This design comes from an exercise in tuning for small area, a short achievable clock period and few clock cycles per item on the open sky130 flow, not from production work.
The RTL was checked by simulation tests, not by an equivalence proof against the original design.

==> flow/design.v (outline; a module is shown in full before it is edited, if it fits) <==
// module lzc: 22 lines
// module gen_lzc: 25 lines
// module lzc_4: 10 lines
// module int_div: 107 lines
// module ks_sub: 36 lines
// module ks_add: 34 lines
// module int_sqrt: 96 lines
// module fp_rnd: 240 lines
// module fp_add_head: 221 lines
// module fp_add_tail: 141 lines
// module fp_mul_head: 130 lines
// module fp_mul_tail: 173 lines
// module mul24: 1955 lines
// module fp_fma_s2: 290 lines
// module fp_fma_tail: 186 lines
// module fp_fma_add_head: 302 lines
// module fma_addsub: 35 lines
// module fp_div: 225 lines
// module fp_div_tail: 124 lines
// module fp_sqrt: 189 lines
// module fp_i2f: 155 lines
// module fp_f2i: 229 lines
// module fp_cmp: 154 lines
// module fp_classify: 113 lines
// module f2d: 146 lines
// module d2f: 153 lines
// module fp_top: 817 lines
module fp_top
#(
    parameter fp_pkg::fp_format_e  FP_FORMAT   = fp_pkg::FP32,
    parameter fp_pkg::int_format_e INT_FORMAT  = fp_pkg::INT32,
    parameter logic        RISCV_MODE  = 1'b0
)
(
    input clk_i,
    input rst_i,
    input start_i,
    output logic ready_o,
    input [63:0] a_i,
    input [63:0] b_i,
    input [63:0] c_i,
    input fp_pkg::roundmode_e rnd_i,
    input fp_pkg::float_op_e op_i,
    input [1:0] op_modify_i,
    output logic [63:0] result_o,
    output logic valid_o,
    output fp_pkg::status_t flags_o
);
  // ...
==> flow/run.sh <==
#!/bin/bash
# synth_recipe.tcl (not shown) runs the flow's synth.tcl, then flattens the netlist and writes it again
# the make line also repeats each setting of config.mk as NAME=value (left out here)
make -C /OpenROAD-flow-scripts/flow DESIGN_CONFIG=/design/flow/config.mk WORK_HOME=/design/flow/orfs CLKGATE_MAP_FILE= SYNTH_SCRIPT=/design/flow/synth_recipe.tcl finish
==> flow/config.mk <==
export PLATFORM = sky130hd
export DESIGN_NAME = fp_top
export DESIGN_NICKNAME = fp_top
export VERILOG_FILES = /design/flow/design.v
export SDC_FILE = /design/flow/constraint.sdc
export NUM_CORES = 8
export LEC_CHECK = 0
export CAP_MARGIN = 20
export CORE_MARGIN = 2
export CORE_UTILIZATION = 40
export SETUP_SLACK_MARGIN = 5
export SLEW_MARGIN = 20
export SYNTH_HIERARCHICAL = 1
export SYNTH_MINIMUM_KEEP_SIZE = 200
==> flow/constraint.sdc <==
create_clock -name core_clock -period 20.0 [get_ports {clk_i}]
set_input_delay 4.0000 -clock core_clock [delete_from_list [all_inputs] [get_ports {clk_i}]]
set_output_delay 4.0000 -clock core_clock [all_outputs]
set_load 0.01 [all_outputs]
==> impl_metrics.csv, run 1 <==
group,metric,value,unit
min_path,min_to,"int_div_inst.n_q[21]",
setup_path,crit_family,"compound AO/OA/AOI/OAI gates",
layout,multi_input_area_share,0.729,
detailed_routing,routed_wl,565000,µm
layout,multi_input_area,94200,µm²
yosys,ys.warnings.count,58,
layout,sh_seq_area,0.126,
global_route,grt_pass1_vias,117000,
timing,slew_violations,0,
setup_path,startpoint,"int_div_inst.s_q[2]",
global_route,grt-busiest-layer,"met2",
layout,drive_gt1_frac,0.103,
detailed_routing,num_vias,129000,
layout,regArea,16300,µm²
setup_path,crit_end,"result_o[10]",
layout,n_all_buffers,791,
placed_design,gp_congestion,1.03,
floorplan,fp.dieH,547,µm
detailed_routing,dr.pass1.iters,9,
timing,worst_slack,5.08,ns
floorplan,ioPinCount,275,
setup_path,r2r-end,"f_ashamt_q[0]",
floorplan,taps,3919,
layout,clkbuf_count,123,
run_status,status,"timing/DRC/antenna clean",
setup_path,crit_slowest_cell,"clkdlybuf4s50_1",
Testbench counts, summed over its fixed seeds: cycles 36,437, ops 24,000.
==> module int_div, before the edit <==
module int_div
#(
  parameter int S = 6
)
(
  input clk_i,
  input reset_i,
  input start_i,
  input [23:0] x_i,
  input [23:0] y_i,
  output logic [27:0] q_o,
  output logic sticky_o,
  output logic done_o
);
localparam int W  = 28;
localparam int K  = (28 + S - 1) / S;    
localparam int E  = K * S - 28;          
localparam int QW = K * S;               
localparam int CW = $clog2(K + 1);
logic busy_q;
logic [CW-1:0] cnt_q;
logic [W-1:0] s_q;
logic [W-1:0] c_q;
logic [W-1:0] d_q;       
logic [QW-1:0] p_q;      
logic [QW-1:0] n_q;      
logic [W-1:0] ss [0:S];
logic [W-1:0] cs [0:S];
logic [S-1:0] dp;
logic [S-1:0] dn;
assign ss[0] = s_q;
assign cs[0] = c_q;
genvar i;
generate
  for (i = 0; i < S; i++) begin : g_step
    logic [W-1:0] s2;
    logic [W-1:0] c2;
    logic [W-1:0] dd;
    logic [3:0] est;
    logic pos;
    logic neg;
    assign s2 = {ss[i][W-2:0], 1'b0};
    assign c2 = {cs[i][W-2:0], 1'b0};
    assign est = s2[W-1 -: 4] + c2[W-1 -: 4];
    assign pos = ~est[3];
    assign neg = est[3] & ~(&est[2:0]);
    assign dd = ({W{pos}} & ~d_q) | ({W{neg}} & d_q);
    assign ss[i+1] = s2 ^ c2 ^ dd;
    assign cs[i+1] = {(s2[W-2:0] & c2[W-2:0]) | (s2[W-2:0] & dd[W-2:0]) | (c2[W-2:0] & dd[W-2:0]), pos};
    assign dp[S-1-i] = pos;
    assign dn[S-1-i] = neg;
  end
endgenerate
logic last;      
assign last = busy_q & (cnt_q == CW'(K-1));
assign done_o = last;
always_ff @(posedge clk_i or negedge reset_i) begin
  if (!reset_i) begin
    busy_q <= 1'b0;
    cnt_q  <= '0;
  end else if (start_i) begin
    busy_q <= 1'b1;
    cnt_q  <= '0;
  end else if (busy_q) begin
    busy_q <= ~last;
    cnt_q  <= cnt_q + 1'b1;
  end
end
always_ff @(posedge clk_i) begin
  if (start_i) begin
    s_q <= {{(W-24){1'b0}}, x_i};
    c_q <= '0;
    d_q <= {{(W-25){1'b0}}, y_i, 1'b0};
  end else if (busy_q) begin
    s_q <= ss[S];
    c_q <= cs[S];
    p_q <= {p_q[QW-S-1:0], dp};
    n_q <= {n_q[QW-S-1:0], dn};
  end
end
logic [W-1:0] rem;
logic rem_neg;
logic rem_zero;
logic fix_zero;
logic [W-1:0] fx;
logic [W-1:0] fy;
logic [QW-1:0] q_pn;
logic [QW-1:0] q_pn1;
logic [QW-1:0] q_full;
ks_add #(.W(W)) u_rem (.a_i(s_q), .b_i(c_q), .s_o(rem));
assign rem_neg = rem[W-1];
assign rem_zero = (s_q ^ c_q) == {(s_q[W-2:0] | c_q[W-2:0]), 1'b0};
assign fx = s_q ^ c_q ^ d_q;
assign fy = {(s_q[W-2:0] & c_q[W-2:0]) | (s_q[W-2:0] & d_q[W-2:0]) | (c_q[W-2:0] & d_q[W-2:0]), 1'b0};
assign fix_zero = (fx ^ fy) == {(fx[W-2:0] | fy[W-2:0]), 1'b0};
ks_sub #(.W(QW)) u_qpn (.a_i(p_q), .b_i(n_q), .d_o(q_pn), .co_o());
ks_add #(.W(QW)) u_qpn1 (.a_i(p_q), .b_i(~n_q), .s_o(q_pn1));
assign q_full = rem_neg ? q_pn1 : q_pn;
assign q_o = q_full[QW-1:E];
generate
  if (E > 0) begin : g_e
    assign sticky_o = (rem_neg ? ~fix_zero : ~rem_zero) | (q_full[E-1:0] != '0);
  end else begin : g_ne
    assign sticky_o = (rem_neg ? ~fix_zero : ~rem_zero);
  end
endgenerate
endmodule
==> module int_sqrt, before the edit <==
module int_sqrt
#(
  parameter int S = 5,
  parameter int L0 = 6
)
(
  input clk_i,
  input reset_i,
  input start_i,
  input [25:0] v_i,
  output logic [26:0] q_o,
  output logic sticky_o,
  output logic done_o
);
localparam int K  = (27 - L0 + S - 1) / S;   
localparam int QW = L0 + K * S;          
localparam int E  = QW - 27;             
localparam int RW0 = L0 + 3;             
localparam int RW = QW + 3;              
localparam int CW = (K <= 1) ? 1 : $clog2(K);
logic busy_q;
logic [CW-1:0] cnt_q;
logic [RW-1:0] r_q;
logic [QW-1:0] q_q;
logic [25:0] v_q;
logic [RW-1:0] r [0:S];
logic [QW-1:0] q [0:S];
assign r[0] = r_q;
assign q[0] = q_q;
genvar i;
generate
  for (i = 0; i < S; i++) begin : g_step
    logic [RW-1:0] rp;
    logic [RW-1:0] t;
    logic [RW-1:0] d;
    logic bit_q;
    assign rp = {r[i][RW-3:0], v_q[25-2*i -: 2]};
    assign t = {1'b0, q[i], 2'b01};
    ks_sub #(.W(RW)) u_sub (.a_i(rp), .b_i(t), .d_o(d), .co_o(bit_q));
    assign r[i+1] = bit_q ? d : rp;
    assign q[i+1] = {q[i][QW-2:0], bit_q};
  end
endgenerate
logic [RW0-1:0] r0 [0:L0];
logic [L0-1:0]  q0 [0:L0];
assign r0[0] = '0;
assign q0[0] = '0;
generate
  for (i = 0; i < L0; i++) begin : g_step0
    logic [RW0-1:0] rp;
    logic [RW0-1:0] t;
    logic [RW0:0] d;
    logic bit_q;
    assign rp = {r0[i][RW0-3:0], v_i[25-2*i -: 2]};
    assign t = {1'b0, q0[i], 2'b01};
    assign d = {1'b0, rp} - {1'b0, t};
    assign bit_q = ~d[RW0];
    assign r0[i+1] = bit_q ? d[RW0-1:0] : rp;
    assign q0[i+1] = {q0[i][L0-2:0], bit_q};
  end
endgenerate
logic last;
assign last = busy_q & (cnt_q == CW'(K-1));
assign done_o = last;
always_ff @(posedge clk_i or negedge reset_i) begin
  if (!reset_i) begin
    busy_q <= 1'b0;
    cnt_q  <= '0;
  end else if (start_i) begin
    busy_q <= 1'b1;
    cnt_q  <= '0;
  end else if (busy_q) begin
    busy_q <= ~last;
    cnt_q  <= cnt_q + 1'b1;
  end
end
always_ff @(posedge clk_i) begin
  if (start_i) begin
    r_q <= {{(RW-RW0){1'b0}}, r0[L0]};
    q_q <= {{(QW-L0){1'b0}}, q0[L0]};
    v_q <= {v_i[25-2*L0:0], {(2*L0){1'b0}}};
  end else if (busy_q) begin
    r_q <= r[S];
    q_q <= q[S];
    v_q <= {v_q[25-2*S:0], {(2*S){1'b0}}};
  end
end
assign q_o = q[S][QW-1:E];
generate
  if (E > 0) begin : g_e
    assign sticky_o = (r[S] != '0) | (q[S][E-1:0] != '0);
  end else begin : g_ne
    assign sticky_o = (r[S] != '0);
  end
endgenerate
endmodule
==> run 2: changes to the inputs <==
--- a/flow/design.v
+++ b/flow/design.v
@@ -282,16 +282,12 @@
   end
 end
 always_ff @(posedge clk_i) begin
-  if (start_i) begin
-    s_q <= {{(W-24){1'b0}}, x_i};
-    c_q <= '0;
+  if (start_i)
     d_q <= {{(W-25){1'b0}}, y_i, 1'b0};
-  end else if (busy_q) begin
-    s_q <= ss[S];
-    c_q <= cs[S];
-    p_q <= {p_q[QW-S-1:0], dp};
-    n_q <= {n_q[QW-S-1:0], dn};
-  end
+  s_q <= start_i ? {{(W-24){1'b0}}, x_i} : ss[S];
+  c_q <= start_i ? '0 : cs[S];
+  p_q <= {p_q[QW-S-1:0], dp};
+  n_q <= {n_q[QW-S-1:0], dn};
 end
 logic [W-1:0] rem;
 logic rem_neg;
@@ -467,15 +463,9 @@
   end
 end
 always_ff @(posedge clk_i) begin
-  if (start_i) begin
-    r_q <= {{(RW-RW0){1'b0}}, r0[L0]};
-    q_q <= {{(QW-L0){1'b0}}, q0[L0]};
-    v_q <= {v_i[25-2*L0:0], {(2*L0){1'b0}}};
-  end else if (busy_q) begin
-    r_q <= r[S];
-    q_q <= q[S];
-    v_q <= {v_q[25-2*S:0], {(2*S){1'b0}}};
-  end
+  r_q <= start_i ? {{(RW-RW0){1'b0}}, r0[L0]} : r[S];
+  q_q <= start_i ? {{(QW-L0){1'b0}}, q0[L0]} : q[S];
+  v_q <= start_i ? {v_i[25-2*L0:0], {(2*L0){1'b0}}} : {v_q[25-2*S:0], {(2*S){1'b0}}};
 end
 assign q_o = q[S][QW-1:E];
 generate
==> run 2 against run 1 <==
  * Still clean
  * Synthesized cell count decreased by 2.5%
  * Cell area decreased by 1.8%
  * Die area decreased by 3.3%
  * Non-clock buffer count increased by 15
  * Largest cell class unchanged
==> impl_metrics.csv, run 2 <==
group,metric,value,unit
global_route,grt_util_all_layers,0.357,
setup_path,reg2reg_from,"m_b_q[10]",
clock_tree,worstSkewPairLatency,0.76,ns
placed_design,gp_congestion,1.05,
clock_tree,cts_tree,"yes",
layout,drive_gt1_frac,0.111,
global_route,antenna_found_initial,49,
yosys,synth.net_count,16700,
timing,setup_viol,0,
timing,fin_worst_skew,0.0542,ns
floorplan,fp.coreArea,283000,µm²
layout,area_growth_syn_to_layout,11.5,%
layout,stdcell_area,127000,µm²
timing,final-hold-violation-count,0,
global_route,overflow,0,
yosys,syn-cell-area,114000,µm²
run_status,status,"timing/DRC/antenna clean",
clock_tree,cts.reportedPaths.clkPinSlew,0.06,ns
job,cap_violations,0,
setup_path,crit_required,20.61,ns
setup_path,cp_max_fo,19,
global_route,grt-busiest-layer,"met2",
setup_path,crit_slowest_cell,"a222oi_1",
timing,rsz0062_at_grt,"no",
global_route,met3_usage,0.111,
detailed_routing,routed_wl,545000,µm
layout,final_cell_mix,"nand2_1, nor2_1, a21oi_1",
setup_path,startpoint,"m_b_q[10]",
global_route,grt_pass1_wl,780000,µm
min_path,hold_class,"reg2reg",
floorplan,die_w,537,µm
clock_tree,cts_root_buf,"clkbuf_16",
setup_path,crit_buf_inv,11,
floorplan,fp.dieH,537,µm
setup_path,cp-start-kind,"flop",
timing,fmax,67.8,MHz
floorplan,floorplan.rows,195,
yosys,ys.warnings.count,58,
detailed_routing,drt-initial-drc-count,18800,
setup_path,crit_family,"compound AO/OA/AOI/OAI gates",
clock_tree,htreeDepth,3,
setup_path,cp-end-kind,"flop",
placed_design,dp.cells,18700,
timing,slew_violations,0,
placed_design,portBuffers,210,
yosys,syn-mean-instance-area,7.36,µm²
layout,largest_register_ff_count,53,
layout,final_cells,19100,
layout,top_regs,"f_aurpr_mant_q x53, m_prod_q x48, urnd_q x38",
detailed_routing,drtAntennaViolNets,0,
global_route,grt_pass1_vias,113000,
layout,num-fill-cells,28800,
placed_design,hpwl,404000,µm
floorplan,initial_core_util,0.403,
global_route,grt_max_degree,72,
min_path,hp-start,"int_div_inst.n_q[6]",
detailed_routing,drcViolationCount,0,
detailed_routing,num_vias,126000,
timing,fin_tns_setup,0,ns
clock_tree,cts_buffers,85,
setup_path,cp.arrival,15.36,ns
timing,layout_min_cycle_time,14.75,ns
floorplan,ioPinCount,275,
setup_path,slowest_delay,0.69,ns
global_route,grt.met1_usage,0.495,
clock_tree,cts_sinks,741,
yosys,synth_cells,15500,
global_route,use_met2,0.503,
clock_tree,cts_buffer_depth,3,
timing,worst_pin_slew,1.27,ns
floorplan,dieArea,289000,µm²
detailed_routing,post_drt_wl_per_cell,28.5,µm
setup_path,worstSetupPathType,"reg2reg",
layout,top_register,"f_aurpr_mant_q",
layout,fin_nets,16500,
detailed_routing,dr.pass1.iters,11,
timing,max_slew_margin,0.147,
layout,final_common_cell,"nand2_1",
placed_design,place_area,120000,µm²
detailed_routing,avgViaCountPerCell,6.57,
timing,finalCritPeriodShare,0.738,
==> run 2: cell types whose count changed in the layout (fill, tap and decap cells not counted), sizes merged, moves of 41 or more <==
cell and change:
a21oi -41, xor2 +45, dfxtp +113, edfxtp -113, a211oi -41, nand3 -97
==> run 2: area by class of cell <==
cell class	instances	area [µm²]	area share
multi-input cells	12600	92700	0.730
flip-flops and latches	741	15200	0.120
repair buffers	806	7050	0.0555
well taps	3743	4680	0.0369
inverters	1051	4020	0.0317
clock buffers	100	2300	0.0182
clock inverters	60	910	0.00717
diodes	27	67.6	0.000532
repair inverters	2	16.3	0.000128
==> run 2: worst paths after layout <==
check / endpoint / slack, ns / cells past startpoint
max: f_ashamt_q[0] / 5.25 / 64
min: int_div_inst.n_q[12] / 0.35 / 0
max reg2reg: f_ashamt_q[0] / 5.25 / 64
min reg2reg: int_div_inst.n_q[12] / 0.35 / 0
max in group asynchronous: longop_sqrt_q / 16.03 / 2
min in group asynchronous: longop_busy_q / 3.65 / 2
==> run 2: what timing repair did <==
item	4_1_cts	5_1_grt
cloned	14	11
resized for setup	215	228
buffers inserted	62	103
endpoints found under the setup margin	153	119
hold buffers	0	0
pin swaps	50	85
==> run 2: per-layer routing <==
layer	vias to the layer above	share of wire
met3	1470	0.14
met2	8448	0.40
met4	22	0.052
met5	-	0.00063
met1	59900	0.41
li1	55800	-
==> run 2: through the flow <==
| step | hold slack, ns | util | setup WS, ns |
|---|---|---|---|
| finish | 0.349 | 0.449 | 5.25 |
| global route | 0.355 | 0.449 | 4.92 |
| CTS | 0.348 | 0.441 | 4.95 |
| detailed placement | 0.335 | 0.424 | 1.94 |
| global placement | 0.336 | 0.424 | 2.12 |
| floorplan | 0.331 | - | 5.02 |
Testbench counts of run 2, summed over its fixed seeds: cycles 36,437, ops 24,000.
==> run 3: changes to the inputs <==
--- a/flow/config.mk
+++ b/flow/config.mk
@@ -12,3 +12,4 @@
 export SLEW_MARGIN = 20
 export SYNTH_HIERARCHICAL = 1
 export SYNTH_MINIMUM_KEEP_SIZE = 200
+export TNS_END_PERCENT = 5
==> run 3 against run 2 <==
  * Routed wire length fell by 0.20%
  * Area after synthesis did not move
  * Synthesized cell count is the same
  * Sequential cell count unchanged
  * Die area is the same
  * Via count barely moved
  * First-iteration DRC count is 1.3% higher
  * Highest routed layer unchanged
  * Still clean on timing, DRC and antenna
  * Hold slack gained 0.0070 ns
  * Critical endpoint is now flags_o[1]
==> impl_metrics.csv, run 3 <==
group,metric,value,unit
timing,finalCritPeriodShare,0.744,
layout,top_regs,"f_aurpr_mant_q x53, m_prod_q x48, urnd_q x38",
yosys,syn-cell-area,114000,µm²
placed_design,gp_congestion,1.03,
layout,stdcell_area,126000,µm²
setup_path,reg2reg_from,"m_b_q[5]",
setup_path,crit_required,16.00,ns
placed_design,portBuffers,210,
global_route,overflow,0,
yosys,synth_cells,15500,
clock_tree,cts_buffer_depth,3,
min_path,hold_class,"reg2reg",
detailed_routing,num_vias,126000,
setup_path,cp_max_fo,6,
layout,drive_gt1_frac,0.106,
clock_tree,cts_buffers,87,
yosys,ys.warnings.count,58,
global_route,grt_max_degree,67,
floorplan,fp.dieH,537,µm
detailed_routing,routed_wl,544000,µm
floorplan,floorplan.rows,195,
global_route,antenna_found_initial,45,
detailed_routing,drtAntennaViolNets,0,
timing,fin_tns_setup,0,ns
detailed_routing,drt-initial-drc-count,19100,
placed_design,hpwl,403000,µm
global_route,grt_pass1_wl,781000,µm
floorplan,initial_core_util,0.403,
timing,slew_violations,0,
yosys,syn-mean-instance-area,7.36,µm²
setup_path,rrSetupSlack,5.24,ns
clock_tree,cts_tree,"yes",
timing,rsz0062_at_grt,"yes",
floorplan,fp.coreArea,283000,µm²
timing,worst_pin_slew,1.30,ns
setup_path,reg2reg_depth,58,
layout,final_common_cell,"nand2_1",
layout,final_cell_mix,"nand2_1, nor2_1, a21oi_1",
min_path,min_to,"int_div_inst.n_q[18]",
run_status,status,"timing/DRC/antenna clean",
timing,setup_viol,0,
detailed_routing,drcViolationCount,0,
placed_design,place_area,120000,µm²
clock_tree,cts_sinks,741,
clock_tree,worstSkewPairLatency,0.74,ns
floorplan,die_w,537,µm
timing,max_slew_margin,0.127,
setup_path,cp-start-kind,"flop",
min_path,whs_path_depth,0,
setup_path,cp.arrival,10.88,ns
detailed_routing,post_drt_wl_per_cell,28.5,µm
timing,layout_min_cycle_time,14.88,ns
layout,largest_register_ff_count,53,
setup_path,worstSetupPathType,"reg2out",
timing,fmax,67.2,MHz
global_route,grt_pass1_vias,113000,
detailed_routing,dr.pass1.iters,20,
setup_path,slowest_delay,0.55,ns
clock_tree,cts.reportedPaths.clkPinSlew,0.06,ns
min_path,hp-start,"int_div_inst.n_q[12]",
clock_tree,htreeDepth,3,
floorplan,dieArea,289000,µm²
yosys,synth.net_count,16700,
floorplan,ioPinCount,275,
layout,area_growth_syn_to_layout,10.7,%
setup_path,cp-end-kind,"output pin",
setup_path,r2r-end,"f_ashamt_q[2]",
timing,final-hold-violation-count,0,
layout,fin_nets,16500,
job,cap_violations,0,
setup_path,cp_common_cell,"a21o_1",
setup_path,crit_slowest_cell,"or4b_4",
detailed_routing,avgViaCountPerCell,6.58,
global_route,grt_util_all_layers,0.357,
layout,top_register,"f_aurpr_mant_q",
timing,fin_worst_skew,0.0265,ns
clock_tree,cts_root_buf,"clkbuf_16",
[run 3: layout make-up]
cell class	count	area, µm²
fillers	29000	157000
multi-input cells	12600	92300
flip-flops and latches	741	15200
repair buffers	780	6720
well taps	3743	4680
inverters	1051	4020
clock buffers	111	2460
clock inverters	50	689
diodes	17	42.5
repair inverters	1	8.76
[run 3: worst max path at each step]
stage               slack, ns                 start             endpoint  cells past startpoint
floorplan                4.95   int_div_inst.s_q[2]           flags_o[1]                     52
global placement         2.13  int_div_inst.s_q[24]  int_div_inst.s_q[4]                     69
detailed placement       2.03  int_div_inst.s_q[24]  int_div_inst.s_q[4]                     69
CTS                      4.83              m_b_q[5]        f_ashamt_q[2]                     63
global route             4.63  int_div_inst.s_q[24]  int_div_inst.s_q[4]                     71
finish                   5.12   int_div_inst.c_q[2]           flags_o[1]                     50
[run 3: layer usage]
metal	global-route usage	up-vias	wire length (µm)
li1	-	55700	-
met1	0.502	59900	225000
met2	0.506	8394	218000
met3	0.100	1523	72300
met4	0.154	12	28400
met5	0.00164	-	153
[run 3: through the flow]
step	std cells	hold slack [ns]	utilization	setup slack, ns
after floorplan	15500	0.331	-	4.95
final	19100	0.356	0.446	5.12
after global routing	19100	0.363	0.446	4.63
after global placement	18800	0.335	0.424	2.13
after CTS	19000	0.354	0.440	4.83
after detailed placement	18800	0.343	0.424	2.03
[run 3: repair_timing]
item | CTS | global route
pin swaps | 27 | 65
gates cloned | 12 | 7
resized for setup | 156 | 196
endpoints found under the setup margin | 139 | 125
hold buffers | 0 | 0
buffers inserted | 43 | 84
[run 3: worst max-delay path, delay by kind of cell (launching register included)]
family | cells | cell delay (ns)
mux | 2 | 0.60
compound gates | 27 | 5.40
simple gates | 7 | 1.57
fa+ha+maj | 4 | 0.78
flops | 1 | 0.35
xor+xnor | 1 | 0.18
buf+inv | 9 | 1.20

-- port drivers added, routing unchanged --
How much do the figures lean on ideal ports? The routed layouts below were timed once more, with nothing changed but the port constraints. Step 1: set_driving_cell puts a clkbuf_16 on clk_i and a buf_2 on each other input, an assumption about the parent block. Step 2, shift: input delay + t, output delay - t, t = (earliest + latest rising clock arrival at the registers) / 2. This alone moves slack from input paths to output paths. a / b / c = ideal ports / drivers / drivers and shift; a / b = the first two.
run	t (ns)	slack for setup (ns)	worst hold slack (ns)
run 1	0.831	5.076 / 4.976 / 4.532	0.429 / 0.429 / 0.429
run 2	0.832	5.247 / 5.156 / 4.519	0.349 / 0.349 / 0.349
run 3	0.827	5.117 / 5.020 / 4.374	0.356 / 0.356 / 0.356
After both steps setup and hold are still met in every run listed. For run 3, which loses most, drivers alone change the setup slack by -0.097 ns; drivers and shift together by -0.743 ns.
